Context: an optimization exercise on an open-source flow, tuned for small area. The choices shown serve that exercise and are no tape-out recipe.
At most, simulation tests tie the RTL to the original design; equivalence was not proved.
For run 1, only the layout was checked, not whether the RTL still works.
In every run shown here, the design's own scripts or RTL, not TritonCTS, make the clock network.
The clock port is modelled as an ideal driver, which makes a skipped or thinned clock tree look cheaper than it is; a real chip needs a root buffer or a tree.
Power and IR drop assume default switching activity.

### flow/design.v
`timescale 1ns / 1ps
module alu32_top(
    input  wire        clk,
    input  wire [31:0] a,
    input  wire [31:0] b,
    input  wire [2:0]  op_code,
    output reg  [32:0] result,
    output reg         zero_flag,
    output reg         control_flag
    );
    reg  [31:0] a_q, b_q;
    reg  [2:0]  op_q;
    wire [32:0] alu_result;
    wire        alu_zero, alu_control;
    always @(posedge clk) begin
        a_q  <= a;
        b_q  <= b;
        op_q <= op_code;
        result       <= alu_result;
        zero_flag    <= alu_zero;
        control_flag <= alu_control;
    end
    ALU_8_Bit #(.WIDTH(32)) u_alu (
        .A(a_q),
        .B(b_q),
        .op_code(op_q),
        .result(alu_result),
        .zero_flag(alu_zero),
        .control_flag(alu_control)
    );
endmodule

`timescale 1ns / 1ps
module ALU_8_Bit #(parameter WIDTH = 8) (A, B, op_code, result, zero_flag, control_flag);
    input  [WIDTH-1:0] A, B;
    input  [2:0] op_code;
    output zero_flag, control_flag;
    output [WIDTH:0] result;
    wire inv, ar, nar, kp, kg, nkp, nkg;
    alu_decode u_dec (.op(op_code), .inv(inv), .ar(ar), .nar(nar), .kp(kp), .kg(kg),
        .nkp(nkp), .nkg(nkg));
    wire [31:0] bx;    
    wire [31:0] pp;    
    wire [31:0] gg;    
    wire [31:0] sx;    
    wire [31:0] lt;    
    wire [31:0] r;
    wire [32:0] cc;      
    assign cc[0] = inv;
    alu_xor2 u_bx0 (.a(B[0]), .b(inv), .y(bx[0]));
    alu_ha u_ha0 (.a(A[0]), .b(bx[0]), .s(pp[0]), .c(gg[0]));
    alu_a21oi u_c0 (.a1(pp[0]), .a2(cc[0]), .b1(gg[0]), .y(cc[1]));
    alu_xor2 u_bx1 (.a(B[1]), .b(inv), .y(bx[1]));
    alu_xnor2 u_np1 (.a(A[1]), .b(bx[1]), .y(pp[1]));
    alu_nand2 u_ng1 (.a(A[1]), .b(bx[1]), .y(gg[1]));
    alu_o21ai u_c1 (.a1(pp[1]), .a2(cc[1]), .b1(gg[1]), .y(cc[2]));
    alu_xor2 u_bx2 (.a(B[2]), .b(inv), .y(bx[2]));
    alu_ha u_ha2 (.a(A[2]), .b(bx[2]), .s(pp[2]), .c(gg[2]));
    alu_a21oi u_c2 (.a1(pp[2]), .a2(cc[2]), .b1(gg[2]), .y(cc[3]));
    alu_xor2 u_bx3 (.a(B[3]), .b(inv), .y(bx[3]));
    alu_xnor2 u_np3 (.a(A[3]), .b(bx[3]), .y(pp[3]));
    alu_nand2 u_ng3 (.a(A[3]), .b(bx[3]), .y(gg[3]));
    alu_o21ai u_c3 (.a1(pp[3]), .a2(cc[3]), .b1(gg[3]), .y(cc[4]));
    alu_xor2 u_bx4 (.a(B[4]), .b(inv), .y(bx[4]));
    alu_ha u_ha4 (.a(A[4]), .b(bx[4]), .s(pp[4]), .c(gg[4]));
    alu_xor2 u_bx5 (.a(B[5]), .b(inv), .y(bx[5]));
    alu_xnor2 u_np5 (.a(A[5]), .b(bx[5]), .y(pp[5]));
    alu_nand2 u_ng5 (.a(A[5]), .b(bx[5]), .y(gg[5]));
    alu_xor2 u_bx6 (.a(B[6]), .b(inv), .y(bx[6]));
    alu_ha u_ha6 (.a(A[6]), .b(bx[6]), .s(pp[6]), .c(gg[6]));
    alu_xor2 u_bx7 (.a(B[7]), .b(inv), .y(bx[7]));
    alu_xnor2 u_np7 (.a(A[7]), .b(bx[7]), .y(pp[7]));
    alu_nand2 u_ng7 (.a(A[7]), .b(bx[7]), .y(gg[7]));
    wire P4, G4, x4a, x4b, x4c, q4;
    alu_inv u_x4a (.a(gg[4]), .y(x4a));
    alu_o21ai u_x4b (.a1(pp[5]), .a2(x4a), .b1(gg[5]), .y(x4b));
    alu_a21oi u_x4c (.a1(pp[6]), .a2(x4b), .b1(gg[6]), .y(x4c));
    alu_o21ai u_G4 (.a1(pp[7]), .a2(x4c), .b1(gg[7]), .y(G4));
    alu_nand2 u_q4 (.a(pp[4]), .b(pp[6]), .y(q4));
    alu_nor3 u_P4 (.a(q4), .b(pp[5]), .c(pp[7]), .y(P4));
    alu_a21oi u_c4 (.a1(pp[4]), .a2(cc[4]), .b1(gg[4]), .y(cc[5]));
    alu_o21ai u_c5 (.a1(pp[5]), .a2(cc[5]), .b1(gg[5]), .y(cc[6]));
    alu_a21oi u_c6 (.a1(pp[6]), .a2(cc[6]), .b1(gg[6]), .y(cc[7]));
    alu_a21oi u_gc4 (.a1(P4), .a2(cc[4]), .b1(G4), .y(cc[8]));
    alu_xor2 u_bx8 (.a(B[8]), .b(inv), .y(bx[8]));
    alu_xnor2 u_np8 (.a(A[8]), .b(bx[8]), .y(pp[8]));
    alu_nand2 u_ng8 (.a(A[8]), .b(bx[8]), .y(gg[8]));
    alu_xor2 u_bx9 (.a(B[9]), .b(inv), .y(bx[9]));
    alu_ha u_ha9 (.a(A[9]), .b(bx[9]), .s(pp[9]), .c(gg[9]));
    alu_xor2 u_bx10 (.a(B[10]), .b(inv), .y(bx[10]));
    alu_xnor2 u_np10 (.a(A[10]), .b(bx[10]), .y(pp[10]));
    alu_nand2 u_ng10 (.a(A[10]), .b(bx[10]), .y(gg[10]));
    alu_xor2 u_bx11 (.a(B[11]), .b(inv), .y(bx[11]));
    alu_ha u_ha11 (.a(A[11]), .b(bx[11]), .s(pp[11]), .c(gg[11]));
    wire P8, G8, x8a, x8b, x8c, q8;
    alu_inv u_x8a (.a(gg[8]), .y(x8a));
    alu_a21oi u_x8b (.a1(pp[9]), .a2(x8a), .b1(gg[9]), .y(x8b));
    alu_o21ai u_x8c (.a1(pp[10]), .a2(x8b), .b1(gg[10]), .y(x8c));
    alu_a21oi u_G8 (.a1(pp[11]), .a2(x8c), .b1(gg[11]), .y(G8));
    alu_nor2 u_q8 (.a(pp[8]), .b(pp[10]), .y(q8));
    alu_nand3 u_P8 (.a(q8), .b(pp[9]), .c(pp[11]), .y(P8));
    alu_o21ai u_c8 (.a1(pp[8]), .a2(cc[8]), .b1(gg[8]), .y(cc[9]));
    alu_a21oi u_c9 (.a1(pp[9]), .a2(cc[9]), .b1(gg[9]), .y(cc[10]));
    alu_o21ai u_c10 (.a1(pp[10]), .a2(cc[10]), .b1(gg[10]), .y(cc[11]));
    alu_o21ai u_gc8 (.a1(P8), .a2(cc[8]), .b1(G8), .y(cc[12]));
    alu_xor2 u_bx12 (.a(B[12]), .b(inv), .y(bx[12]));
    alu_ha u_ha12 (.a(A[12]), .b(bx[12]), .s(pp[12]), .c(gg[12]));
    alu_xor2 u_bx13 (.a(B[13]), .b(inv), .y(bx[13]));
    alu_xnor2 u_np13 (.a(A[13]), .b(bx[13]), .y(pp[13]));
    alu_nand2 u_ng13 (.a(A[13]), .b(bx[13]), .y(gg[13]));
    alu_xor2 u_bx14 (.a(B[14]), .b(inv), .y(bx[14]));
    alu_ha u_ha14 (.a(A[14]), .b(bx[14]), .s(pp[14]), .c(gg[14]));
    alu_xor2 u_bx15 (.a(B[15]), .b(inv), .y(bx[15]));
    alu_xnor2 u_np15 (.a(A[15]), .b(bx[15]), .y(pp[15]));
    alu_nand2 u_ng15 (.a(A[15]), .b(bx[15]), .y(gg[15]));
    wire P12, G12, x12a, x12b, x12c, q12;
    alu_inv u_x12a (.a(gg[12]), .y(x12a));
    alu_o21ai u_x12b (.a1(pp[13]), .a2(x12a), .b1(gg[13]), .y(x12b));
    alu_a21oi u_x12c (.a1(pp[14]), .a2(x12b), .b1(gg[14]), .y(x12c));
    alu_o21ai u_G12 (.a1(pp[15]), .a2(x12c), .b1(gg[15]), .y(G12));
    alu_nand2 u_q12 (.a(pp[12]), .b(pp[14]), .y(q12));
    alu_nor3 u_P12 (.a(q12), .b(pp[13]), .c(pp[15]), .y(P12));
    alu_a21oi u_c12 (.a1(pp[12]), .a2(cc[12]), .b1(gg[12]), .y(cc[13]));
    alu_o21ai u_c13 (.a1(pp[13]), .a2(cc[13]), .b1(gg[13]), .y(cc[14]));
    alu_a21oi u_c14 (.a1(pp[14]), .a2(cc[14]), .b1(gg[14]), .y(cc[15]));
    alu_a21oi u_gc12 (.a1(P12), .a2(cc[12]), .b1(G12), .y(cc[16]));
    alu_xor2 u_bx16 (.a(B[16]), .b(inv), .y(bx[16]));
    alu_xnor2 u_np16 (.a(A[16]), .b(bx[16]), .y(pp[16]));
    alu_nand2 u_ng16 (.a(A[16]), .b(bx[16]), .y(gg[16]));
    alu_xor2 u_bx17 (.a(B[17]), .b(inv), .y(bx[17]));
    alu_ha u_ha17 (.a(A[17]), .b(bx[17]), .s(pp[17]), .c(gg[17]));
    alu_xor2 u_bx18 (.a(B[18]), .b(inv), .y(bx[18]));
    alu_xnor2 u_np18 (.a(A[18]), .b(bx[18]), .y(pp[18]));
    alu_nand2 u_ng18 (.a(A[18]), .b(bx[18]), .y(gg[18]));
    alu_xor2 u_bx19 (.a(B[19]), .b(inv), .y(bx[19]));
    alu_ha u_ha19 (.a(A[19]), .b(bx[19]), .s(pp[19]), .c(gg[19]));
    wire P16, G16, x16a, x16b, x16c, q16;
    alu_inv u_x16a (.a(gg[16]), .y(x16a));
    alu_a21oi u_x16b (.a1(pp[17]), .a2(x16a), .b1(gg[17]), .y(x16b));
    alu_o21ai u_x16c (.a1(pp[18]), .a2(x16b), .b1(gg[18]), .y(x16c));
    alu_a21oi u_G16 (.a1(pp[19]), .a2(x16c), .b1(gg[19]), .y(G16));
    alu_nor2 u_q16 (.a(pp[16]), .b(pp[18]), .y(q16));
    alu_nand3 u_P16 (.a(q16), .b(pp[17]), .c(pp[19]), .y(P16));
    alu_o21ai u_c16 (.a1(pp[16]), .a2(cc[16]), .b1(gg[16]), .y(cc[17]));
    alu_a21oi u_c17 (.a1(pp[17]), .a2(cc[17]), .b1(gg[17]), .y(cc[18]));
    alu_o21ai u_c18 (.a1(pp[18]), .a2(cc[18]), .b1(gg[18]), .y(cc[19]));
    alu_o21ai u_gc16 (.a1(P16), .a2(cc[16]), .b1(G16), .y(cc[20]));
    alu_xor2 u_bx20 (.a(B[20]), .b(inv), .y(bx[20]));
    alu_ha u_ha20 (.a(A[20]), .b(bx[20]), .s(pp[20]), .c(gg[20]));
    alu_xor2 u_bx21 (.a(B[21]), .b(inv), .y(bx[21]));
    alu_xnor2 u_np21 (.a(A[21]), .b(bx[21]), .y(pp[21]));
    alu_nand2 u_ng21 (.a(A[21]), .b(bx[21]), .y(gg[21]));
    alu_xor2 u_bx22 (.a(B[22]), .b(inv), .y(bx[22]));
    alu_ha u_ha22 (.a(A[22]), .b(bx[22]), .s(pp[22]), .c(gg[22]));
    alu_xor2 u_bx23 (.a(B[23]), .b(inv), .y(bx[23]));
    alu_xnor2 u_np23 (.a(A[23]), .b(bx[23]), .y(pp[23]));
    alu_nand2 u_ng23 (.a(A[23]), .b(bx[23]), .y(gg[23]));
    wire P20, G20, x20a, x20b, x20c, q20;
    alu_inv u_x20a (.a(gg[20]), .y(x20a));
    alu_o21ai u_x20b (.a1(pp[21]), .a2(x20a), .b1(gg[21]), .y(x20b));
    alu_a21oi u_x20c (.a1(pp[22]), .a2(x20b), .b1(gg[22]), .y(x20c));
    alu_o21ai u_G20 (.a1(pp[23]), .a2(x20c), .b1(gg[23]), .y(G20));
    alu_nand2 u_q20 (.a(pp[20]), .b(pp[22]), .y(q20));
    alu_nor3 u_P20 (.a(q20), .b(pp[21]), .c(pp[23]), .y(P20));
    alu_a21oi u_c20 (.a1(pp[20]), .a2(cc[20]), .b1(gg[20]), .y(cc[21]));
    alu_o21ai u_c21 (.a1(pp[21]), .a2(cc[21]), .b1(gg[21]), .y(cc[22]));
    alu_a21oi u_c22 (.a1(pp[22]), .a2(cc[22]), .b1(gg[22]), .y(cc[23]));
    alu_a21oi u_gc20 (.a1(P20), .a2(cc[20]), .b1(G20), .y(cc[24]));
    alu_xor2 u_bx24 (.a(B[24]), .b(inv), .y(bx[24]));
    alu_xnor2 u_np24 (.a(A[24]), .b(bx[24]), .y(pp[24]));
    alu_nand2 u_ng24 (.a(A[24]), .b(bx[24]), .y(gg[24]));
    alu_xor2 u_bx25 (.a(B[25]), .b(inv), .y(bx[25]));
    alu_ha u_ha25 (.a(A[25]), .b(bx[25]), .s(pp[25]), .c(gg[25]));
    alu_xor2 u_bx26 (.a(B[26]), .b(inv), .y(bx[26]));
    alu_xnor2 u_np26 (.a(A[26]), .b(bx[26]), .y(pp[26]));
    alu_nand2 u_ng26 (.a(A[26]), .b(bx[26]), .y(gg[26]));
    alu_xor2 u_bx27 (.a(B[27]), .b(inv), .y(bx[27]));
    alu_ha u_ha27 (.a(A[27]), .b(bx[27]), .s(pp[27]), .c(gg[27]));
    wire P24, G24, x24a, x24b, x24c, q24;
    alu_inv u_x24a (.a(gg[24]), .y(x24a));
    alu_a21oi u_x24b (.a1(pp[25]), .a2(x24a), .b1(gg[25]), .y(x24b));
    alu_o21ai u_x24c (.a1(pp[26]), .a2(x24b), .b1(gg[26]), .y(x24c));
    alu_a21oi u_G24 (.a1(pp[27]), .a2(x24c), .b1(gg[27]), .y(G24));
    alu_nor2 u_q24 (.a(pp[24]), .b(pp[26]), .y(q24));
    alu_nand3 u_P24 (.a(q24), .b(pp[25]), .c(pp[27]), .y(P24));
    alu_o21ai u_c24 (.a1(pp[24]), .a2(cc[24]), .b1(gg[24]), .y(cc[25]));
    alu_a21oi u_c25 (.a1(pp[25]), .a2(cc[25]), .b1(gg[25]), .y(cc[26]));
    alu_o21ai u_c26 (.a1(pp[26]), .a2(cc[26]), .b1(gg[26]), .y(cc[27]));
    alu_o21ai u_gc24 (.a1(P24), .a2(cc[24]), .b1(G24), .y(cc[28]));
    alu_xor2 u_bx28 (.a(B[28]), .b(inv), .y(bx[28]));
    alu_ha u_ha28 (.a(A[28]), .b(bx[28]), .s(pp[28]), .c(gg[28]));
    alu_xor2 u_bx29 (.a(B[29]), .b(inv), .y(bx[29]));
    alu_xnor2 u_np29 (.a(A[29]), .b(bx[29]), .y(pp[29]));
    alu_nand2 u_ng29 (.a(A[29]), .b(bx[29]), .y(gg[29]));
    alu_xor2 u_bx30 (.a(B[30]), .b(inv), .y(bx[30]));
    alu_ha u_ha30 (.a(A[30]), .b(bx[30]), .s(pp[30]), .c(gg[30]));
    alu_xor2 u_bx31 (.a(B[31]), .b(inv), .y(bx[31]));
    alu_xnor2 u_np31 (.a(A[31]), .b(bx[31]), .y(pp[31]));
    alu_nand2 u_ng31 (.a(A[31]), .b(bx[31]), .y(gg[31]));
    wire P28, G28, x28a, x28b, x28c, q28;
    alu_inv u_x28a (.a(gg[28]), .y(x28a));
    alu_o21ai u_x28b (.a1(pp[29]), .a2(x28a), .b1(gg[29]), .y(x28b));
    alu_a21oi u_x28c (.a1(pp[30]), .a2(x28b), .b1(gg[30]), .y(x28c));
    alu_o21ai u_G28 (.a1(pp[31]), .a2(x28c), .b1(gg[31]), .y(G28));
    alu_nand2 u_q28 (.a(pp[28]), .b(pp[30]), .y(q28));
    alu_nor3 u_P28 (.a(q28), .b(pp[29]), .c(pp[31]), .y(P28));
    alu_a21oi u_c28 (.a1(pp[28]), .a2(cc[28]), .b1(gg[28]), .y(cc[29]));
    alu_o21ai u_c29 (.a1(pp[29]), .a2(cc[29]), .b1(gg[29]), .y(cc[30]));
    alu_a21oi u_c30 (.a1(pp[30]), .a2(cc[30]), .b1(gg[30]), .y(cc[31]));
    alu_a21oi u_gc28 (.a1(P28), .a2(cc[28]), .b1(G28), .y(cc[32]));
    alu_xnor2 u_s0 (.a(pp[0]), .b(cc[0]), .y(sx[0]));
    alu_a22oi u_l0 (.a1(pp[0]), .a2(kp), .b1(gg[0]), .b2(kg), .y(lt[0]));
    alu_xor2 u_s1 (.a(pp[1]), .b(cc[1]), .y(sx[1]));
    alu_nand2 u_l1 (.a(sx[1]), .b(ar), .y(lt[1]));
    alu_xnor2 u_s2 (.a(pp[2]), .b(cc[2]), .y(sx[2]));
    alu_a22oi u_l2 (.a1(pp[2]), .a2(kp), .b1(gg[2]), .b2(kg), .y(lt[2]));
    alu_xor2 u_s3 (.a(pp[3]), .b(cc[3]), .y(sx[3]));
    alu_nand2 u_l3 (.a(sx[3]), .b(ar), .y(lt[3]));
    alu_xnor2 u_s4 (.a(pp[4]), .b(cc[4]), .y(sx[4]));
    alu_a22oi u_l4 (.a1(pp[4]), .a2(kp), .b1(gg[4]), .b2(kg), .y(lt[4]));
    alu_xor2 u_s5 (.a(pp[5]), .b(cc[5]), .y(sx[5]));
    alu_nand2 u_l5 (.a(sx[5]), .b(ar), .y(lt[5]));
    alu_xnor2 u_s6 (.a(pp[6]), .b(cc[6]), .y(sx[6]));
    alu_a22oi u_l6 (.a1(pp[6]), .a2(kp), .b1(gg[6]), .b2(kg), .y(lt[6]));
    alu_xor2 u_s7 (.a(pp[7]), .b(cc[7]), .y(sx[7]));
    alu_nand2 u_l7 (.a(sx[7]), .b(ar), .y(lt[7]));
    alu_xor2 u_s8 (.a(pp[8]), .b(cc[8]), .y(sx[8]));
    alu_nand2 u_l8 (.a(sx[8]), .b(ar), .y(lt[8]));
    alu_xnor2 u_s9 (.a(pp[9]), .b(cc[9]), .y(sx[9]));
    alu_a22oi u_l9 (.a1(pp[9]), .a2(kp), .b1(gg[9]), .b2(kg), .y(lt[9]));
    alu_xor2 u_s10 (.a(pp[10]), .b(cc[10]), .y(sx[10]));
    alu_nand2 u_l10 (.a(sx[10]), .b(ar), .y(lt[10]));
    alu_xnor2 u_s11 (.a(pp[11]), .b(cc[11]), .y(sx[11]));
    alu_a22oi u_l11 (.a1(pp[11]), .a2(kp), .b1(gg[11]), .b2(kg), .y(lt[11]));
    alu_xnor2 u_s12 (.a(pp[12]), .b(cc[12]), .y(sx[12]));
    alu_a22oi u_l12 (.a1(pp[12]), .a2(kp), .b1(gg[12]), .b2(kg), .y(lt[12]));
    alu_xor2 u_s13 (.a(pp[13]), .b(cc[13]), .y(sx[13]));
    alu_nand2 u_l13 (.a(sx[13]), .b(ar), .y(lt[13]));
    alu_xnor2 u_s14 (.a(pp[14]), .b(cc[14]), .y(sx[14]));
    alu_a22oi u_l14 (.a1(pp[14]), .a2(kp), .b1(gg[14]), .b2(kg), .y(lt[14]));
    alu_xor2 u_s15 (.a(pp[15]), .b(cc[15]), .y(sx[15]));
    alu_nand2 u_l15 (.a(sx[15]), .b(ar), .y(lt[15]));
    alu_xor2 u_s16 (.a(pp[16]), .b(cc[16]), .y(sx[16]));
    alu_nand2 u_l16 (.a(sx[16]), .b(ar), .y(lt[16]));
    alu_xnor2 u_s17 (.a(pp[17]), .b(cc[17]), .y(sx[17]));
    alu_a22oi u_l17 (.a1(pp[17]), .a2(kp), .b1(gg[17]), .b2(kg), .y(lt[17]));
    alu_xor2 u_s18 (.a(pp[18]), .b(cc[18]), .y(sx[18]));
    alu_nand2 u_l18 (.a(sx[18]), .b(ar), .y(lt[18]));
    alu_xnor2 u_s19 (.a(pp[19]), .b(cc[19]), .y(sx[19]));
    alu_a22oi u_l19 (.a1(pp[19]), .a2(kp), .b1(gg[19]), .b2(kg), .y(lt[19]));
    alu_xnor2 u_s20 (.a(pp[20]), .b(cc[20]), .y(sx[20]));
    alu_a22oi u_l20 (.a1(pp[20]), .a2(kp), .b1(gg[20]), .b2(kg), .y(lt[20]));
    alu_xor2 u_s21 (.a(pp[21]), .b(cc[21]), .y(sx[21]));
    alu_nand2 u_l21 (.a(sx[21]), .b(ar), .y(lt[21]));
    alu_xnor2 u_s22 (.a(pp[22]), .b(cc[22]), .y(sx[22]));
    alu_a22oi u_l22 (.a1(pp[22]), .a2(kp), .b1(gg[22]), .b2(kg), .y(lt[22]));
    alu_xor2 u_s23 (.a(pp[23]), .b(cc[23]), .y(sx[23]));
    alu_nand2 u_l23 (.a(sx[23]), .b(ar), .y(lt[23]));
    alu_xor2 u_s24 (.a(pp[24]), .b(cc[24]), .y(sx[24]));
    alu_nand2 u_l24 (.a(sx[24]), .b(ar), .y(lt[24]));
    alu_xnor2 u_s25 (.a(pp[25]), .b(cc[25]), .y(sx[25]));
    alu_a22oi u_l25 (.a1(pp[25]), .a2(kp), .b1(gg[25]), .b2(kg), .y(lt[25]));
    alu_xor2 u_s26 (.a(pp[26]), .b(cc[26]), .y(sx[26]));
    alu_nand2 u_l26 (.a(sx[26]), .b(ar), .y(lt[26]));
    alu_xnor2 u_s27 (.a(pp[27]), .b(cc[27]), .y(sx[27]));
    alu_a22oi u_l27 (.a1(pp[27]), .a2(kp), .b1(gg[27]), .b2(kg), .y(lt[27]));
    alu_xnor2 u_s28 (.a(pp[28]), .b(cc[28]), .y(sx[28]));
    alu_a22oi u_l28 (.a1(pp[28]), .a2(kp), .b1(gg[28]), .b2(kg), .y(lt[28]));
    alu_xor2 u_s29 (.a(pp[29]), .b(cc[29]), .y(sx[29]));
    alu_nand2 u_l29 (.a(sx[29]), .b(ar), .y(lt[29]));
    alu_xnor2 u_s30 (.a(pp[30]), .b(cc[30]), .y(sx[30]));
    alu_a22oi u_l30 (.a1(pp[30]), .a2(kp), .b1(gg[30]), .b2(kg), .y(lt[30]));
    alu_xor2 u_s31 (.a(pp[31]), .b(cc[31]), .y(sx[31]));
    alu_nand2 u_l31 (.a(sx[31]), .b(ar), .y(lt[31]));
    wire eq, hi, cmp, ncmp;
    alu_and #(.N(11), .INV(11'b10100101010)) u_eq (.a({pp[3], pp[2], pp[1], pp[0], P28, P24, P20, P16, P12, P8, P4}), .y(eq));
    alu_flags #(.CINV(1)) u_fl (.op(op_code), .ci(cc[32]), .eq(eq),
        .hi(hi), .cmp(cmp), .ncmp(ncmp));
    alu_o211ai u_r0 (.a1(sx[0]), .a2(nar), .b1(lt[0]), .c1(ncmp), .y(r[0]));
    alu_o221ai u_r1 (.a1(pp[1]), .a2(nkp), .b1(gg[1]), .b2(nkg), .c1(lt[1]), .y(r[1]));
    alu_o21ai u_r2 (.a1(sx[2]), .a2(nar), .b1(lt[2]), .y(r[2]));
    alu_o221ai u_r3 (.a1(pp[3]), .a2(nkp), .b1(gg[3]), .b2(nkg), .c1(lt[3]), .y(r[3]));
    alu_o21ai u_r4 (.a1(sx[4]), .a2(nar), .b1(lt[4]), .y(r[4]));
    alu_o221ai u_r5 (.a1(pp[5]), .a2(nkp), .b1(gg[5]), .b2(nkg), .c1(lt[5]), .y(r[5]));
    alu_o21ai u_r6 (.a1(sx[6]), .a2(nar), .b1(lt[6]), .y(r[6]));
    alu_o221ai u_r7 (.a1(pp[7]), .a2(nkp), .b1(gg[7]), .b2(nkg), .c1(lt[7]), .y(r[7]));
    alu_o221ai u_r8 (.a1(pp[8]), .a2(nkp), .b1(gg[8]), .b2(nkg), .c1(lt[8]), .y(r[8]));
    alu_o21ai u_r9 (.a1(sx[9]), .a2(nar), .b1(lt[9]), .y(r[9]));
    alu_o221ai u_r10 (.a1(pp[10]), .a2(nkp), .b1(gg[10]), .b2(nkg), .c1(lt[10]), .y(r[10]));
    alu_o21ai u_r11 (.a1(sx[11]), .a2(nar), .b1(lt[11]), .y(r[11]));
    alu_o21ai u_r12 (.a1(sx[12]), .a2(nar), .b1(lt[12]), .y(r[12]));
    alu_o221ai u_r13 (.a1(pp[13]), .a2(nkp), .b1(gg[13]), .b2(nkg), .c1(lt[13]), .y(r[13]));
    alu_o21ai u_r14 (.a1(sx[14]), .a2(nar), .b1(lt[14]), .y(r[14]));
    alu_o221ai u_r15 (.a1(pp[15]), .a2(nkp), .b1(gg[15]), .b2(nkg), .c1(lt[15]), .y(r[15]));
    alu_o221ai u_r16 (.a1(pp[16]), .a2(nkp), .b1(gg[16]), .b2(nkg), .c1(lt[16]), .y(r[16]));
    alu_o21ai u_r17 (.a1(sx[17]), .a2(nar), .b1(lt[17]), .y(r[17]));
    alu_o221ai u_r18 (.a1(pp[18]), .a2(nkp), .b1(gg[18]), .b2(nkg), .c1(lt[18]), .y(r[18]));
    alu_o21ai u_r19 (.a1(sx[19]), .a2(nar), .b1(lt[19]), .y(r[19]));
    alu_o21ai u_r20 (.a1(sx[20]), .a2(nar), .b1(lt[20]), .y(r[20]));
    alu_o221ai u_r21 (.a1(pp[21]), .a2(nkp), .b1(gg[21]), .b2(nkg), .c1(lt[21]), .y(r[21]));
    alu_o21ai u_r22 (.a1(sx[22]), .a2(nar), .b1(lt[22]), .y(r[22]));
    alu_o221ai u_r23 (.a1(pp[23]), .a2(nkp), .b1(gg[23]), .b2(nkg), .c1(lt[23]), .y(r[23]));
    alu_o221ai u_r24 (.a1(pp[24]), .a2(nkp), .b1(gg[24]), .b2(nkg), .c1(lt[24]), .y(r[24]));
    alu_o21ai u_r25 (.a1(sx[25]), .a2(nar), .b1(lt[25]), .y(r[25]));
    alu_o221ai u_r26 (.a1(pp[26]), .a2(nkp), .b1(gg[26]), .b2(nkg), .c1(lt[26]), .y(r[26]));
    alu_o21ai u_r27 (.a1(sx[27]), .a2(nar), .b1(lt[27]), .y(r[27]));
    alu_o21ai u_r28 (.a1(sx[28]), .a2(nar), .b1(lt[28]), .y(r[28]));
    alu_o221ai u_r29 (.a1(pp[29]), .a2(nkp), .b1(gg[29]), .b2(nkg), .c1(lt[29]), .y(r[29]));
    alu_o21ai u_r30 (.a1(sx[30]), .a2(nar), .b1(lt[30]), .y(r[30]));
    alu_o221ai u_r31 (.a1(pp[31]), .a2(nkp), .b1(gg[31]), .b2(nkg), .c1(lt[31]), .y(r[31]));
    assign result = {hi, r};
    assign control_flag = hi;
    wire ze;
    alu_nor #(.N(11)) u_zlo (.a(r[11:1]), .y(ze));
    wire zp0;
    alu_nor2 u_zp0 (.a(r[12]), .b(r[13]), .y(zp0));
    wire zp1;
    alu_nor2 u_zp1 (.a(r[14]), .b(r[15]), .y(zp1));
    wire zp2;
    alu_nor2 u_zp2 (.a(r[16]), .b(r[17]), .y(zp2));
    wire zp3;
    alu_nor2 u_zp3 (.a(r[18]), .b(r[19]), .y(zp3));
    wire zp4;
    alu_nor2 u_zp4 (.a(r[20]), .b(r[21]), .y(zp4));
    wire zp5;
    alu_nor2 u_zp5 (.a(r[22]), .b(r[23]), .y(zp5));
    wire zp6;
    alu_nor2 u_zp6 (.a(r[24]), .b(r[25]), .y(zp6));
    wire zp7;
    alu_nor2 u_zp7 (.a(r[26]), .b(r[27]), .y(zp7));
    wire zp8;
    alu_nor2 u_zp8 (.a(r[28]), .b(r[29]), .y(zp8));
    wire zp9;
    alu_nor2 u_zp9 (.a(r[30]), .b(r[31]), .y(zp9));
    wire zp10;
    alu_nor2 u_zp10 (.a(hi), .b(r[0]), .y(zp10));
    wire zn0;
    alu_nand #(.N(4)) u_zn0 (.a({ze, zp0, zp1, zp2}), .y(zn0));
    wire zn1;
    alu_nand #(.N(4)) u_zn1 (.a({zp3, zp4, zp5, zp6}), .y(zn1));
    wire zn2;
    alu_nand #(.N(4)) u_zn2 (.a({zp7, zp8, zp9, zp10}), .y(zn2));
    alu_nor #(.N(3)) u_z (.a({zn0, zn1, zn2}), .y(zero_flag));
endmodule
module alu_xor2 (input a, input b, output y);
    assign y = a ^ b;
endmodule
module alu_xnor2 (input a, input b, output y);
    assign y = ~(a ^ b);
endmodule
module alu_ha (input a, input b, output s, output c);
    assign s = a ^ b;
    assign c = a & b;
endmodule
module alu_nand2 (input a, input b, output y);
    assign y = ~(a & b);
endmodule
module alu_nor2 (input a, input b, output y);
    assign y = ~(a | b);
endmodule
module alu_nor3 (input a, input b, input c, output y);
    assign y = ~(a | b | c);
endmodule
module alu_nand3 (input a, input b, input c, output y);
    assign y = ~(a & b & c);
endmodule
module alu_inv (input a, output y);
    assign y = ~a;
endmodule
module alu_a21oi (input a1, input a2, input b1, output y);
    assign y = ~((a1 & a2) | b1);
endmodule
module alu_o21ai (input a1, input a2, input b1, output y);
    assign y = ~((a1 | a2) & b1);
endmodule
module alu_a21o (input a1, input a2, input b1, output y);
    assign y = (a1 & a2) | b1;
endmodule
module alu_a22oi (input a1, input a2, input b1, input b2, output y);
    assign y = ~((a1 & a2) | (b1 & b2));
endmodule
module alu_o22ai (input a1, input a2, input b1, input b2, output y);
    assign y = ~((a1 | a2) & (b1 | b2));
endmodule
module alu_o211ai (input a1, input a2, input b1, input c1, output y);
    assign y = ~((a1 | a2) & b1 & c1);
endmodule
module alu_o221ai (input a1, input a2, input b1, input b2, input c1, output y);
    assign y = ~((a1 | a2) & (b1 | b2) & c1);
endmodule
module alu_a211o (input a1, input a2, input b1, input c1, output y);
    assign y = (a1 & a2) | b1 | c1;
endmodule
module alu_and #(parameter N = 8, parameter [N-1:0] INV = 0) (input [N-1:0] a, output y);
    assign y = &(a ^ INV);
endmodule
module alu_nor #(parameter N = 8) (input [N-1:0] a, output y);
    assign y = ~|a;
endmodule
module alu_nand #(parameter N = 4) (input [N-1:0] a, output y);
    assign y = ~&a;
endmodule
module alu_decode (input [2:0] op, output inv, output ar, output nar, output kp, output kg,
                   output nkp, output nkg);
    assign inv = op[2] ^ (op[1] | op[0]);      
    assign nar = op[2] | op[1];
    assign ar  = ~nar;                         
    assign kp  = op[2] & op[1];                
    assign kg  = op[2] & (op[1] ^ op[0]);      
    assign nkp = ~kp;
    assign nkg = ~kg;
endmodule
module alu_flags #(parameter CINV = 0) (input [2:0] op, input ci, input eq, output hi,
                                        output cmp, output ncmp);
    wire co = ci ^ CINV;
    assign hi = ~op[2] & ~op[1] & (co ^ op[0]);    
    assign cmp = ((op == 3'b010) & co & ~eq) | ((op == 3'b011) & eq) | ((op == 3'b100) & ~co);
    assign ncmp = ~cmp;
endmodule
### flow/flow/run.sh
#!/bin/bash
# Standard ORFS layout with these changes: the port buffers use the smallest buffer cell;
# every combinational cell is put at its smallest drive strength after floorplanning (the
# repair steps then size up only what timing needs); after clock tree synthesis its tree is
# replaced by a smaller two-level one (flow/mycts.tcl: the clock port drives one inv_8, which
# drives two clkinv_16, each clocking half the flip-flops); power recovery downsizes
# non-critical cells after global routing.
set -euo pipefail
W=$(pwd)
bash standard.sh BUFFER_PORTS_ARGS="-buffer_cell sky130_fd_sc_hd__buf_1" \
  POST_FLOORPLAN_TCL="$W/flow/downsize.tcl" POST_CTS_TCL="$W/flow/mycts.tcl" \
  CTS_ARGS="-sink_clustering_enable -repair_clock_nets -dont_use_dummy_load" \
  RECOVER_POWER=100 finish > make_finish.log 2>&1
### flow/flow/downsize.tcl
# POST_FLOORPLAN hook: put every combinational cell at the smallest drive strength of its
# family; the later repair steps size up what timing needs.
set n 0
foreach inst [[ord::get_db_block] getInsts] {
  set m [$inst getMaster]
  set name [$m getName]
  if {![regexp {^(sky130_fd_sc_hd__[a-z0-9]+)_([0-9]+)$} $name -> base sz]} { continue }
  if {[string match {*df*} $base] || [string match {*clk*} $base] || [string match {*tap*} $base]
      || [string match {*conb*} $base] || [string match {*dl*} $base]} { continue }
  set best ""
  set best_a 1e9
  foreach lc [get_lib_cells ${base}_*] {
    set ln [get_name $lc]
    if {![regexp "^${base}_\[0-9\]+\$" $ln]} { continue }
    if {[get_property $lc dont_use]} { continue }
    set a [get_property $lc area]
    if {$a < $best_a} { set best_a $a; set best $ln }
  }
  if {$best ne "" && $best ne $name} {
    $inst swapMaster [[ord::get_db] findMaster $best]
    incr n
  }
}
puts "downsize: replaced $n cells"
### flow/flow/mycts.tcl
# POST_CTS hook: replace the clock tree that clock_tree_synthesis built with a smaller one.
# The clock port drives one ROOT inverter, which drives NB LEAF inverters; each leaf drives
# the clock pins of one cluster of flip-flops (balanced k-means on their locations) and sits at
# the cluster's centre. Every flip-flop's clock goes through the same two inversions. With ROOT
# empty, the port drives the leaves (buffers then) directly.
set NB 2
set LEAF sky130_fd_sc_hd__clkinv_16
set ROOT sky130_fd_sc_hd__inv_8
if {[info exists ::env(MYCTS_NB)]} { set NB $::env(MYCTS_NB) }
if {[info exists ::env(MYCTS_LEAF)]} { set LEAF $::env(MYCTS_LEAF) }
if {[info exists ::env(MYCTS_ROOT)]} { set ROOT $::env(MYCTS_ROOT) }
set block [ord::get_db_block]
set clknet [$block findNet clk]

# walk the clock network from the port: flip-flop clock pins are the sinks, every other cell
# on it is a clock buffer or inverter that clock_tree_synthesis inserted
set sinks {}
set kill_insts {}
set kill_nets {}
set todo [list $clknet]
while {[llength $todo]} {
  set net [lindex $todo 0]
  set todo [lrange $todo 1 end]
  foreach it [$net getITerms] {
    if {[$it isOutputSignal]} { continue }
    set inst [$it getInst]
    set mname [[$inst getMaster] getName]
    if {[string match {*df*} $mname]} {
      lappend sinks $it
    } else {
      lappend kill_insts $inst
      foreach ot [$inst getITerms] {
        if {[$ot isOutputSignal] && [$ot getNet] ne "NULL"} {
          lappend kill_nets [$ot getNet]
          lappend todo [$ot getNet]
        }
      }
    }
  }
}
puts "mycts: [llength $sinks] clock sinks, removing [llength $kill_insts] clock tree cells"
foreach it $sinks { $it disconnect }
foreach inst $kill_insts { odb::dbInst_destroy $inst }
foreach net $kill_nets { odb::dbNet_destroy $net }

set master [[ord::get_db] findMaster $LEAF]
# with a root cell (an inverter), the port drives it and it drives the leaves (inverters too)
set leafin $clknet
if {$ROOT ne ""} {
  set leafin [odb::dbNet_create $block "clknet_root"]
  $leafin setSigType CLOCK
  set rbuf [odb::dbInst_create $block [[ord::get_db] findMaster $ROOT] "clkbuf_root"]
}
# group the flip-flops by k-means on their locations, starting from vertical strips
set pts {}
foreach it $sinks {
  set loc [[$it getInst] getLocation]
  lappend pts [list [lindex $loc 0] [lindex $loc 1] $it]
}
set pts [lsort -integer -index 0 $pts]
set n [llength $pts]
set cx {}
set cy {}
for {set k 0} {$k < $NB} {incr k} {
  set p [lindex $pts [expr {(2 * $k + 1) * $n / (2 * $NB)}]]
  lappend cx [lindex $p 0]
  lappend cy [lindex $p 1]
}
# balanced k-means: each cluster takes at most ceil(n / NB) flip-flops
set cap [expr {($n + $NB - 1) / $NB}]
for {set iter 0} {$iter < 20} {incr iter} {
  set pairs {}
  set i 0
  foreach p $pts {
    for {set k 0} {$k < $NB} {incr k} {
      set d [expr {abs([lindex $p 0] - [lindex $cx $k]) + abs([lindex $p 1] - [lindex $cy $k])}]
      lappend pairs [list $d $i $k]
    }
    incr i
  }
  set pairs [lsort -real -index 0 $pairs]
  set asg [lrepeat $n -1]
  set cnt [lrepeat $NB 0]
  foreach pr $pairs {
    lassign $pr d i k
    if {[lindex $asg $i] >= 0 || [lindex $cnt $k] >= $cap} { continue }
    lset asg $i $k
    lset cnt $k [expr {[lindex $cnt $k] + 1}]
  }
  set sx [lrepeat $NB 0]; set sy [lrepeat $NB 0]
  foreach p $pts a $asg {
    lset sx $a [expr {[lindex $sx $a] + [lindex $p 0]}]
    lset sy $a [expr {[lindex $sy $a] + [lindex $p 1]}]
  }
  for {set k 0} {$k < $NB} {incr k} {
    if {[lindex $cnt $k] > 0} {
      lset cx $k [expr {[lindex $sx $k] / [lindex $cnt $k]}]
      lset cy $k [expr {[lindex $sy $k] / [lindex $cnt $k]}]
    }
  }
}
for {set k 0} {$k < $NB} {incr k} {
  set net [odb::dbNet_create $block "clknet_leaf_$k"]
  $net setSigType CLOCK
  set buf [odb::dbInst_create $block $master "clkbuf_leaf_$k"]
  set m 0
  foreach p $pts a $asg {
    if {$a == $k} { [lindex $p 2] connect $net; incr m }
  }
  [$buf findITerm A] connect $leafin
  foreach ot [$buf getITerms] { if {[$ot isOutputSignal]} { $ot connect $net } }
  $buf setLocation [lindex $cx $k] [lindex $cy $k]
  $buf setPlacementStatus PLACED
  puts "mycts: leaf $k drives $m flip-flops"
}
if {$ROOT ne ""} {
  [$rbuf findITerm A] connect $clknet
  foreach ot [$rbuf getITerms] { if {[$ot isOutputSignal]} { $ot connect $leafin } }
  set rx 0
  set ry 0
  foreach x $cx y $cy { set rx [expr {$rx + $x}]; set ry [expr {$ry + $y}] }
  $rbuf setLocation [expr {$rx / $NB}] [expr {$ry / $NB}]
  $rbuf setPlacementStatus PLACED
}
detailed_placement
check_placement -verbose
estimate_parasitics -placement
report_clock_skew
### flow/standard.sh
#!/bin/bash
# synth_recipe.tcl (not shown) runs the flow's synth.tcl, then flattens the netlist and writes it again
# the make line also repeats each setting of config.mk as NAME=value (left out here)
make -C /OpenROAD-flow-scripts/flow DESIGN_CONFIG=/design/flow/config.mk WORK_HOME=/design/flow/orfs CLKGATE_MAP_FILE= SYNTH_SCRIPT=/design/flow/synth_recipe.tcl "${@:-finish}"
### flow/config.mk
export PLATFORM = sky130hd
export DESIGN_NAME = alu32_top
export DESIGN_NICKNAME = alu32_top
export VERILOG_FILES = /design/flow/design.v
export SDC_FILE = /design/flow/constraint.sdc
export NUM_CORES = 4
export LEC_CHECK = 0
export CAP_MARGIN = 20
export CORE_MARGIN = 2
export CORE_UTILIZATION = 40
export SLEW_MARGIN = 20
export SYNTH_HIERARCHICAL = 1
export SYNTH_MINIMUM_KEEP_SIZE = 0
### flow/constraint.sdc
create_clock -name core_clock -period 5.0 [get_ports {clk}]
set_input_delay 1.0000 -clock core_clock [delete_from_list [all_inputs] [get_ports {clk}]]
set_output_delay 1.0000 -clock core_clock [all_outputs]
set_load 0.01 [all_outputs]
==> results.py, run 1 <==
metrics = {
    "place": {
        "hpwl_um": 6840,
        "placedCellCount": 638,
        "place_congestion": 0.833,
        "port_buffers": 102,
    },
    "sta": {
        "hold_viol_final": 0,
        "period_needed_ps": 4510,
        "fmax_mhz": 222,
        "final_max_slew_viol_count": 0,
        "tns_ps": 0,
        "setup_viol": 0,
        "clock_skew_ps": 13.9,
        "worst_slew_pin_slew_ps": 1130,
        "rsz0062_at_grt": "false",
        "slew_headroom": 0.246,
        "finalCritPeriodShare": 0.903,
    },
    "setup_path": {
        "path_cells": "inv_1, ha_1, xnor2_2, xor2_1, ha_1, a21oi_1, o21ai_1, a21oi_1, o21ai_1, a21oi_2, o21ai_2, a21oi_2, o21ai_1, a21oi_2, o21ai_1, a21oi_1, o21ai_1, a21oi_1, xor2_1, nand2_1, o221ai_1, nor2_1, nand4_1, nor3_1",
        "critPathMaxFanout": 5,
        "critical_path_depth": 24,
        "arrival_ps": 4590,
        "cp-endpoint": "zero_flag",
        "reg2reg_slack_ps": 490,
        "cp-start-kind": "flip-flop",
        "critPathMostFrequentCell": "o21ai_1",
        "crit_type": "flip-flop to flip-flop",
        "worstReg2RegStart": "op_q[0]",
        "slowest_stage": "dfxtp_1",
        "end_kind": "flip-flop",
        "slowest_delay_ps": 410,
        "crit_start": "op_q[0]",
        "required_ps": 5080,
        "r2r_cells": 24,
        "r2r-end": "zero_flag",
        "path_delay_family": "compound AO/OA/AOI/OAI gates",
        "critical_path_buf_inv_count": 1,
    },
    "global_routing": {
        "grt_pass1_vias": 3052,
        "antenna_found_initial": 0,
        "grt-ovfl-total": 0,
        "grt_max_degree": 52,
        "gr-usage-all-layers": 0.156,
        "grt_pass1_wl_um": 14500,
    },
    "pwr": {
        "p_int_w": 0.00117,
        "power_frac_clock": 0.160,
        "cellLeakagePower_nw": 1.78,
        "p_switching_w": 0.000619,
        "power.share.switching": 0.345,
        "max-vdd-ir-drop_v": 0.000297,
        "power_density_nw_per_um2": 380,
        "combPwrFrac": 0.321,
        "power_frac_seq": 0.519,
    },
    "clock_tree": {
        "clkTransAtPathRegs_ps": 110,
        "clk_latency_ps": 160,
        "clkSinkCount": 102,
    },
    "logic_synthesis": {
        "ys_warn_count": 7,
        "syn-num-nets": 478,
        "avgSynthCellArea_um2": 11.0,
        "syn_inst": 393,
        "syn-cell-area_um2": 4310,
    },
    "die": {
        "die-height_um": 108,
        "core_um2": 10400,
        "die-area_um2": 11600,
        "ioPinCount": 103,
        "num_rows": 37,
        "start_util": 0.414,
        "die_x_um": 108,
    },
    "status": {
        "outcome": "finished clean",
    },
    "drt": {
        "first_pass_iters": 4,
        "totalWireLength_um": 8980,
        "drc": 0,
        "antenna_left": 0,
        "wl_per_cell_um": 14.0,
        "via_count": 3138,
        "vias_per_cell": 4.90,
        "drt_iter0_drc": 134,
    },
    "min_path": {
        "hp-class": "flip-flop to flip-flop",
    },
    "layout": {
        "fin_cells": 641,
        "post-route-util": 0.452,
        "layout-drive-gt1-share": 0.0317,
        "layout.nets": 592,
        "areaGrowthSynthToFinish_pct": 9.25,
        "n_antenna_cell": 0,
    },
    "job": {
        "maxCapViolations": 0,
    },
}
-- layout make-up --
cell class                      instances  area [um^2]
Inverter                               12          105
Sequential cell                       102         2040
Multi-Input combinational cell        281         1950
Fill cell                            1046         5700
Timing Repair Buffer                  110          448
Tap cell                              136          170
-- sequential cells by signal (all words and copies together) (netlist names) --
name          count
zero_flag         1
result           33
a_q              32
b_q              32
control_flag      1
op_q              3
-- metrics by stage --
step                      hold slack [ps]  total power (W)  instance area (um^2)  setup slack (ps)
after floorplan                       521          0.00145                  4340              63.4
after global placement                569          0.00151                  4620              92.9
after detailed placement              573          0.00151                  4620              -176
after global routing                  625          0.00191                  4710              44.1
final                                 593          0.00179                  4710               487
-- worst register-to-register path, stage by stage (launching register included) --
cell	delay, ps
dfxtp_1	410
inv_1	70
ha_1	230
xnor2_2	260
xor2_1	180
ha_1	290
a21oi_1	250
o21ai_1	150
a21oi_1	220
o21ai_1	140
a21oi_2	220
o21ai_2	110
a21oi_2	190
o21ai_1	130
a21oi_2	220
o21ai_1	150
a21oi_1	220
o21ai_1	140
a21oi_1	180
xor2_1	80
nand2_1	90
o221ai_1	120
nor2_1	130
nand4_1	90
nor3_1	180
-- routing by layer --
metal	track usage	wire length [um]	part of all wire	vias to the layer above
met5	0	0	0	-
met4	0.0357	131	0.015	0
met3	0.0212	552	0.061	10
met2	0.260	4190	0.47	112
met1	0.213	4110	0.46	1417
li1	-	-	-	1599
-- worst min path at each step --
stage               startpoint           end  cells after the start
finish                 a_q[23]    result[23]                      2
floorplan              op_q[1]  control_flag                      1
global route           op_q[1]  control_flag                      2
global placement       op_q[1]  control_flag                      2
detailed placement     a_q[31]    result[31]                      2
-- power groups by stage --
stage	registers (W)	clock network (W)	logic, W
after detailed placement	0.000949	0	0.000565
final	0.000930	0.000286	0.000576
after global routing	0.000939	0.000334	0.000640
after global placement	0.000948	0	0.000562
after floorplan	0.000975	0	0.000475
-- cells in the final DEF (no fill, tap or decap), types with 3 or more instances in the layout --
master,count
buf_4,4
xnor2_1,31
buf_1,102
xor2_1,48
nor2_1,15
a21oi_1,25
o221ai_1,16
nor4_1,3
ha_1,17
o21ai_1,5
inv_1,9
a21oi_2,3
dfxtp_1,102
nand2_1,39
nand3_1,3
nor3_1,8
o21ai_0,35
nand4_1,3
a22oi_1,16
==> run 2: changes to the inputs <==
--- a/flow/design.v
+++ b/flow/design.v
@@ -37,8 +37,10 @@
     output zero_flag, control_flag;
     output [WIDTH:0] result;
     wire inv, ar, nar, kp, kg, nkp, nkg;
-    alu_decode u_dec (.op(op_code), .inv(inv), .ar(ar), .nar(nar), .kp(kp), .kg(kg),
-        .nkp(nkp), .nkg(nkg));
+    alu_dinv u_dinv (.op(op_code), .inv(inv));
+    alu_dar u_dar (.op(op_code), .ar(ar), .nar(nar));
+    alu_dkp u_dkp (.op(op_code), .kp(kp), .nkp(nkp));
+    alu_dkg u_dkg (.op(op_code), .kg(kg), .nkg(nkg));
     wire [31:0] bx;    
     wire [31:0] pp;    
     wire [31:0] gg;    
@@ -400,14 +402,19 @@
 module alu_nand #(parameter N = 4) (input [N-1:0] a, output y);
     assign y = ~&a;
 endmodule
-module alu_decode (input [2:0] op, output inv, output ar, output nar, output kp, output kg,
-                   output nkp, output nkg);
+module alu_dinv (input [2:0] op, output inv);
     assign inv = op[2] ^ (op[1] | op[0]);      
+endmodule
+module alu_dar (input [2:0] op, output ar, output nar);
     assign nar = op[2] | op[1];
     assign ar  = ~nar;                         
+endmodule
+module alu_dkp (input [2:0] op, output kp, output nkp);
     assign kp  = op[2] & op[1];                
-    assign kg  = op[2] & (op[1] ^ op[0]);      
     assign nkp = ~kp;
+endmodule
+module alu_dkg (input [2:0] op, output kg, output nkg);
+    assign kg  = op[2] & (op[1] ^ op[0]);      
     assign nkg = ~kg;
 endmodule
 module alu_flags #(parameter CINV = 0) (input [2:0] op, input ci, input eq, output hi,
==> results.py, run 2 <==
metrics = {
    "status": {
        "outcome": "finished clean",
    },
    "min_path": {
        "whs_endpoint": "result[32]",
        "hold_depth": 1,
        "min_from": "op_q[1]",
        "hp-class": "flip-flop to flip-flop",
    },
    "setup_path": {
        "reg2reg_slack_ps": 470,
        "critPathMaxFanout": 10,
        "crit_type": "flip-flop to flip-flop",
        "worstReg2RegStart": "op_q[2]",
        "arrival_ps": 4600,
        "r2r-end": "zero_flag",
        "cp-start-kind": "flip-flop",
        "required_ps": 5070,
        "end_kind": "flip-flop",
        "r2r_cells": 22,
    },
    "logic_synthesis": {
        "syn-cell-area_um2": 4310,
        "avgSynthCellArea_um2": 11.0,
        "syn_inst": 392,
        "ys_warn_count": 7,
        "syn-num-nets": 476,
    },
    "drt": {
        "drt_iter0_drc": 148,
        "antenna_left": 0,
        "wl_per_cell_um": 14.6,
        "totalWireLength_um": 9300,
        "via_count": 3198,
        "vias_per_cell": 5.01,
        "first_pass_iters": 4,
        "drc": 0,
    },
    "layout": {
        "largest_register": "result",
        "layout_commonest_cell": "buf_1",
        "reg_top3": "result x33, a_q x32, b_q x32",
        "largest_reg_flops": 33,
        "fin_cells": 638,
        "final_cell_mix": "buf_1 (102), dfxtp_1 (100), xor2_1 (50), nand2_1 (39), o21ai_0 (36)",
        "nFillCells": 1079,
        "layout-drive-gt1-share": 0.0219,
        "n_antenna_cell": 0,
        "layout.nets": 588,
        "areaGrowthSynthToFinish_pct": 8.17,
    },
    "sta": {
        "tns_ps": 0,
        "slew_headroom": 0.231,
        "finalCritPeriodShare": 0.906,
        "setup_viol": 0,
        "fmax_mhz": 221,
        "final_max_slew_viol_count": 0,
        "hold_viol_final": 0,
        "worst_slew_pin_slew_ps": 1150,
        "rsz0062_at_grt": "false",
        "whs_ps": 558,
        "clock_skew_ps": 27.2,
        "period_needed_ps": 4530,
        "layout_setup_ws_ps": 469,
    },
    "place": {
        "placedCellCount": 635,
        "hpwl_um": 6890,
        "pre_cts_ws_ps": -12.8,
        "port_buffers": 102,
        "place_congestion": 0.825,
    },
    "pwr": {
        "p_switching_w": 0.000626,
        "power_frac_clock": 0.163,
        "power_density_nw_per_um2": 385,
        "max-vdd-ir-drop_v": 0.000274,
        "cellLeakagePower_nw": 1.75,
        "power_frac_seq": 0.519,
        "combPwrFrac": 0.318,
        "p_int_w": 0.00117,
        "power.share.switching": 0.349,
    },
    "global_routing": {
        "grt-ovfl-total": 0,
        "grt_pass1_wl_um": 14500,
        "gr-usage-all-layers": 0.154,
        "grt_pass1_vias": 3133,
        "antenna_found_initial": 0,
        "grt_max_degree": 52,
    },
    "die": {
        "die-area_um2": 11600,
        "die_x_um": 108,
        "ioPinCount": 103,
        "die-height_um": 108,
        "core_um2": 10400,
        "start_util": 0.415,
        "num_rows": 37,
    },
    "clock_tree": {
        "clk_latency_ps": 170,
        "clkTransAtPathRegs_ps": 110,
        "clkSinkCount": 102,
    },
    "job": {
        "maxCapViolations": 0,
    },
}
run 2: cell types whose count changed in the layout (fill, tap and decap cells not counted), moves of 2 or more:
cell     before  now
dfxtp_2       0    2
buf_4         4    2
dfxtp_1     102  100
inv_1         9    7
xor2_1       48   50
run 2: power groups by stage:
| stage | clock network, W | registers, W | logic [W] |
|---|---|---|---|
| after global placement | 0 | 0.000950 | 0.000555 |
| after global routing | 0.000333 | 0.000941 | 0.000632 |
| after detailed placement | 0 | 0.000950 | 0.000562 |
| final | 0.000292 | 0.000931 | 0.000571 |
| after floorplan | 0 | 0.000976 | 0.000470 |
run 2: layer usage:
| metal | part of all wire | vias to the layer above | global-route usage |
|---|---|---|---|
| met1 | 0.47 | 1492 | 0.206 |
| li1 | - | 1598 | - |
| met3 | 0.046 | 8 | 0.0188 |
| met2 | 0.47 | 100 | 0.268 |
| met4 | 0.013 | 0 | 0.0321 |
| met5 | 0 | - | 0 |
run 2: final cells by class:
type	count	area, um^2	share of cell area
inverters	10	97.6	0.0210
multi-input cells	282	1920	0.413
repair buffers	108	420	0.0903
well taps	136	170	0.0365
flip-flops and latches	102	2040	0.439
run 2: worst max-delay path, stage by stage (launching register included):
cell and delay, ps:
dfxtp_1 550, xnor2_2 180, xor2_1 190, ha_1 340
a21oi_1 240, o21ai_1 140, a21oi_1 230, o21ai_1 130
a21oi_1 250, o21ai_1 150, a21oi_2 210, o21ai_1 140
a21oi_2 230, o21ai_1 160, a21oi_1 220, o21ai_0 170
a21oi_1 190, xor2_1 90, nand2_1 90, o221ai_1 130
nor2_1 150, nand4_1 90, nor3_1 160
run 2: stage by stage:
stage	util	instance area [um^2]	total power [W]
2_1_floorplan	-	4320	0.00145
3_3_place_gp	0.442	4580	0.00150
3_5_place_dp	0.442	4580	0.00151
5_1_grt	0.449	4660	0.00191
6_report	0.449	4660	0.00179
run 2: worst max path at each step:
stage             from         to  cells past startpoint
6_report       op_q[2]  zero_flag                     22
5_1_grt        op_q[1]  zero_flag                     23
3_5_place_dp   op_q[1]  zero_flag                     23
3_3_place_gp   op_q[1]  zero_flag                     23
2_1_floorplan  op_q[1]  zero_flag                     23
==> run 3: changes to the inputs <==
--- a/flow/design.v
+++ b/flow/design.v
@@ -36,6 +36,7 @@
     input  [2:0] op_code;
     output zero_flag, control_flag;
     output [WIDTH:0] result;
+    generate if (WIDTH == 32) begin : g32
     wire inv, ar, nar, kp, kg, nkp, nkg;
     alu_dinv u_dinv (.op(op_code), .inv(inv));
     alu_dar u_dar (.op(op_code), .ar(ar), .nar(nar));
@@ -343,6 +344,21 @@
     wire zn2;
     alu_nand #(.N(4)) u_zn2 (.a({zp7, zp8, zp9, zp10}), .y(zn2));
     alu_nor #(.N(3)) u_z (.a({zn0, zn1, zn2}), .y(zero_flag));
+    end else begin : g_any
+    wire [WIDTH:0] sum = {1'b0, A} + {1'b0, B};
+    wire [WIDTH:0] dif = {1'b0, A} - {1'b0, B};
+    wire [WIDTH:0] res =
+        (op_code == 3'b000) ? sum :
+        (op_code == 3'b001) ? dif :
+        (op_code == 3'b010) ? {{WIDTH{1'b0}}, A > B} :
+        (op_code == 3'b011) ? {{WIDTH{1'b0}}, A == B} :
+        (op_code == 3'b100) ? {{WIDTH{1'b0}}, A < B} :
+        (op_code == 3'b101) ? {1'b0, A & B} :
+        (op_code == 3'b110) ? {1'b0, A | B} : {1'b0, A ^ B};
+    assign result = res;
+    assign zero_flag = ~|res;
+    assign control_flag = (op_code[2:1] == 2'b00) & res[WIDTH];
+    end endgenerate
 endmodule
 module alu_xor2 (input a, input b, output y);
     assign y = a ^ b;
--- a/flow/config.mk
+++ b/flow/config.mk
@@ -7,7 +7,7 @@
 export LEC_CHECK = 0
 export CAP_MARGIN = 20
 export CORE_MARGIN = 2
-export CORE_UTILIZATION = 40
+export CORE_UTILIZATION = 55
 export SLEW_MARGIN = 20
 export SYNTH_HIERARCHICAL = 1
 export SYNTH_MINIMUM_KEEP_SIZE = 0
==> results.py, run 3 <==
metrics = {
    "sta": {
        "layout_setup_ws_ps": 509,
        "period_needed_ps": 4490,
        "setup_viol": 0,
        "finalCritPeriodShare": 0.898,
        "tns_ps": 0,
        "clock_skew_ps": 7.67,
        "worst_slew_pin_slew_ps": 1090,
        "rsz0062_at_grt": "false",
        "hold_viol_final": 0,
        "slew_headroom": 0.270,
        "final_max_slew_viol_count": 0,
        "fmax_mhz": 223,
    },
    "drt": {
        "via_count": 3184,
        "drt_iter0_drc": 103,
        "wl_met3_um": 522,
        "totalWireLength_um": 8920,
        "wl_met2_um": 4490,
        "vias_per_cell": 5.27,
        "wl_per_cell_um": 14.8,
        "drc": 0,
        "first_pass_iters": 4,
        "drt-met1-wl_um": 3730,
        "highest_layer": "met4",
        "antenna_left": 0,
    },
    "layout": {
        "seq_area_um2": 2040,
        "final_cell_mix": "buf_1 (102), dfxtp_1 (100), xor2_1 (50), nand2_1 (39), o21ai_0 (36)",
        "layout-drive-gt1-share": 0.0259,
        "fin_cells": 604,
        "largest_register": "result",
        "post-route-util": 0.604,
        "final_area_um2": 4620,
        "n_antenna_cell": 0,
        "areaGrowthSynthToFinish_pct": 7.35,
        "reg_top3": "result x33, a_q x32, b_q x32",
        "layout_commonest_cell": "buf_1",
        "nFillCells": 702,
        "multiInputGateArea_um2": 1930,
        "largest_reg_flops": 33,
        "layout.nets": 588,
    },
    "global_routing": {
        "antenna_found_initial": 0,
        "grt-ovfl-total": 0,
        "gr-usage-all-layers": 0.212,
        "grt_max_degree": 52,
        "grt_pass1_wl_um": 14500,
        "grt_pass1_vias": 3145,
    },
    "setup_path": {
        "r2r_cells": 22,
        "arrival_ps": 4570,
        "critical_path_buf_inv_count": 1,
        "crit_type": "flip-flop to flip-flop",
        "slowest_stage": "dfxtp_2",
        "required_ps": 5080,
        "slowest_delay_ps": 410,
        "path_cells": "nor2_1, xnor2_2, buf_6, xor2_1, ha_1, nand2_1, nor3_1, a21oi_2, o21ai_1, a21oi_2, o21ai_1, a21oi_2, o21ai_1, a21oi_1, o21ai_0, a21oi_1, xor2_1, nand2_1, o221ai_1, nor2_1, nand4_1, nor3_1",
        "path_delay_family": "compound AO/OA/AOI/OAI gates",
        "critPathMaxFanout": 17,
        "end_kind": "flip-flop",
        "cp-start-kind": "flip-flop",
        "critical_path_depth": 22,
    },
    "place": {
        "place_congestion": 0.906,
        "hpwl_um": 6690,
        "placed_area_um2": 4540,
        "placedCellCount": 601,
        "port_buffers": 102,
        "pre_cts_ws_ps": 33.6,
    },
    "min_path": {
        "hold_depth": 1,
        "hp-class": "flip-flop to flip-flop",
    },
    "die": {
        "die_x_um": 92.5,
        "die-height_um": 92.5,
        "die-area_um2": 8550,
        "start_util": 0.563,
        "ioPinCount": 103,
        "num_rows": 32,
        "core_um2": 7650,
    },
    "pwr": {
        "power_density_nw_per_um2": 387,
        "max-vdd-ir-drop_v": 0.000320,
        "cellLeakagePower_nw": 1.75,
    },
    "clock_tree": {
        "clk_latency_ps": 160,
        "clkSinkCount": 102,
        "clkTransAtPathRegs_ps": 100,
    },
    "logic_synthesis": {
        "ys_warn_count": 7,
        "syn_inst": 392,
        "syn-num-nets": 476,
        "syn-cell-area_um2": 4310,
        "avgSynthCellArea_um2": 11.0,
    },
    "status": {
        "outcome": "finished clean",
    },
    "job": {
        "maxCapViolations": 0,
    },
}
[run 3: final timing paths]
| kind | startpoint | end | slack (ps) |
|---|---|---|---|
| setup / recovery | op_q[1] | zero_flag | 510 |
| hold / removal | op_q[1] | control_flag | 570 |
| setup reg to reg | op_q[1] | zero_flag | 510 |
| hold reg to reg | op_q[1] | control_flag | 570 |
[run 3: metrics by stage]
stage	hold WS [ps]	power [W]
global route	598	0.00191
global placement	573	0.00150
detailed placement	589	0.00151
floorplan	531	0.00145
finish	571	0.00179
[run 3: routing by layer]
metal,vias to the layer above,GRT usage
met1,1474,0.268
met4,0,0.0697
met3,16,0.0228
li1,1592,-
met2,102,0.378
met5,-,0
[run 3: power by group]
group	switching, W	leakage [nW]	total, W	internal (W)
Clock	0.000249	0.0289	0.000290	0.0000414
Sequential	0.0000296	0.857	0.000929	0.000900
Combinational	0.000342	0.864	0.000571	0.000228
Total	0.000621	1.75	0.00179	0.00117
[run 3: final cells by class]
type                            instances  area share
Sequential cell                       102       0.442
Tap cell                              102      0.0276
Multi-Input combinational cell        282       0.417
Timing Repair Buffer                  108      0.0918
Inverter                               10      0.0211
==> run 4: changes to the inputs <==
--- a/flow/config.mk
+++ b/flow/config.mk
@@ -7,7 +7,7 @@
 export LEC_CHECK = 0
 export CAP_MARGIN = 20
 export CORE_MARGIN = 2
-export CORE_UTILIZATION = 55
+export CORE_UTILIZATION = 40
 export SLEW_MARGIN = 20
 export SYNTH_HIERARCHICAL = 1
 export SYNTH_MINIMUM_KEEP_SIZE = 0
==> results.py, run 4 <==
metrics = {
    "logic_synthesis": {
        "syn-cell-area_um2": 4310,
        "syn_inst": 392,
        "avgSynthCellArea_um2": 11.0,
        "ys_warn_count": 7,
        "syn-num-nets": 476,
    },
    "sta": {
        "whs_ps": 558,
        "hold_viol_final": 0,
        "finalCritPeriodShare": 0.906,
        "clock_skew_ps": 27.2,
        "period_needed_ps": 4530,
        "slew_headroom": 0.231,
        "setup_viol": 0,
        "final_max_slew_viol_count": 0,
        "rsz0062_at_grt": "false",
        "fmax_mhz": 221,
        "worst_slew_pin_slew_ps": 1150,
        "layout_setup_ws_ps": 469,
    },
    "layout": {
        "nFillCells": 1079,
        "largest_register": "result",
        "layout.nets": 588,
        "largest_reg_flops": 33,
        "layout-drive-gt1-share": 0.0219,
        "n_antenna_cell": 0,
        "post-route-util": 0.449,
        "layout_commonest_cell": "buf_1",
        "final_cell_mix": "buf_1 (102), dfxtp_1 (100), xor2_1 (50), nand2_1 (39), o21ai_0 (36)",
        "reg_top3": "result x33, a_q x32, b_q x32",
        "final_area_um2": 4660,
        "areaGrowthSynthToFinish_pct": 8.17,
    },
    "drt": {
        "totalWireLength_um": 9300,
        "wl_per_cell_um": 14.6,
        "drc": 0,
        "first_pass_iters": 4,
        "via_count": 3198,
        "antenna_left": 0,
        "drt_iter0_drc": 148,
        "vias_per_cell": 5.01,
    },
    "setup_path": {
        "crit_start": "op_q[2]",
        "path_delay_family": "compound AO/OA/AOI/OAI gates",
        "cp-start-kind": "flip-flop",
        "path_cells": "xnor2_2, xor2_1, ha_1, a21oi_1, o21ai_1, a21oi_1, o21ai_1, a21oi_1, o21ai_1, a21oi_2, o21ai_1, a21oi_2, o21ai_1, a21oi_1, o21ai_0, a21oi_1, xor2_1, nand2_1, o221ai_1, nor2_1, nand4_1, nor3_1",
        "arrival_ps": 4600,
        "required_ps": 5070,
        "cp-endpoint": "zero_flag",
        "slowest_delay_ps": 550,
        "reg2reg_slack_ps": 470,
        "critical_path_depth": 22,
        "end_kind": "flip-flop",
        "r2r_cells": 22,
        "slowest_stage": "dfxtp_1",
        "critPathMaxFanout": 10,
        "critical_path_buf_inv_count": 0,
        "crit_type": "flip-flop to flip-flop",
        "r2r-end": "zero_flag",
        "worstReg2RegStart": "op_q[2]",
    },
    "die": {
        "core_um2": 10400,
        "die-height_um": 108,
        "die-area_um2": 11600,
        "ioPinCount": 103,
        "num_rows": 37,
        "start_util": 0.415,
        "die_x_um": 108,
    },
    "global_routing": {
        "gr-usage-all-layers": 0.154,
        "grt_max_degree": 52,
        "grt-ovfl-total": 0,
        "antenna_found_initial": 0,
        "grt_pass1_wl_um": 14500,
        "grt_pass1_vias": 3133,
    },
    "pwr": {
        "power_density_nw_per_um2": 385,
        "max-vdd-ir-drop_v": 0.000274,
        "cellLeakagePower_nw": 1.75,
    },
    "clock_tree": {
        "clkTransAtPathRegs_ps": 110,
        "clkSinkCount": 102,
        "clk_latency_ps": 170,
    },
    "place": {
        "hpwl_um": 6890,
        "place_congestion": 0.825,
        "port_buffers": 102,
        "pre_cts_ws_ps": -12.8,
        "placed_area_um2": 4580,
    },
    "job": {
        "maxCapViolations": 0,
    },
    "status": {
        "outcome": "finished clean",
    },
    "min_path": {
        "hold_depth": 1,
        "hp-class": "flip-flop to flip-flop",
    },
}
[run 4: cell types whose count changed in the layout (fill, tap and decap cells not counted)]
cell	delta
a21oi_1	+1
a21oi_2	-1
clkbuf_1	+1
clkbuf_4	-1
[run 4: per-layer routing]
layer,global-route usage,routed length (um),part of all wire,up-vias
met1,0.206,4370,0.47,1492
met2,0.268,4380,0.47,100
met5,0,0,0,-
met3,0.0188,430,0.046,8
li1,-,-,-,1598
met4,0.0321,121,0.013,0
[run 4: power breakdown]
part           internal [W]  total (W)  switching (W)  leakage, nW
clock network     0.0000417   0.000292       0.000250       0.0289
registers          0.000900   0.000931      0.0000314        0.857
logic              0.000227   0.000571       0.000345        0.860
total               0.00117    0.00179       0.000626         1.75
[run 4: final cells by class]
| type | count | area, um^2 | area share |
|---|---|---|---|
| Inverter | 10 | 97.6 | 0.0210 |
| Sequential cell | 102 | 2040 | 0.439 |
| Tap cell | 136 | 170 | 0.0365 |
| Timing Repair Buffer | 108 | 420 | 0.0903 |
| Multi-Input combinational cell | 282 | 1920 | 0.413 |
[run 4: worst min path at each step]
| stage | startpoint | end | slack [ps] |
|---|---|---|---|
| detailed placement | a_q[31] | result[31] | 590 |
| global route | op_q[1] | control_flag | 620 |
| global placement | a_q[31] | result[31] | 590 |
| floorplan | a_q[3] | result[3] | 530 |
| finish | op_q[1] | result[32] | 560 |
[run 4: per-stage QoR]
stage | TNS, ps | total power [W] | cells
2_1_floorplan | 0 | 0.00145 | 392
6_report | 0 | 0.00179 | 638
3_3_place_gp | 0 | 0.00150 | 635
3_5_place_dp | -12.8 | 0.00151 | 635
5_1_grt | 0 | 0.00191 | 638

[what the ideal ports hide]
The results above use ideal ports. As a check the final layouts listed here were re-extracted and re-timed, cells and wires unchanged. Step 1, drivers: a clkbuf_16 drives clk and a buf_2 each remaining input, both assumed. Step 2 times the ports against the registers' clock, not the clock port: input delays grow and output delays shrink by t, the midpoint of the rising clock arrivals with the driver on. Three values: ideal ports, drivers, drivers and shift; two values: the first two.
run	t, ns	setup slack, ns	worst setup path after step 2	worst slew at a driven data input, ns
run 1	0.203	0.487 / 0.487 / 0.487	register to register	0.04
run 2	0.203	0.469 / 0.469 / 0.469	register to register	0.03
run 3	0.206	0.509 / 0.509 / 0.509	register to register	0.04
run 4	0.203	0.469 / 0.469 / 0.469	register to register	0.03
After both steps every run listed still meets setup and hold.
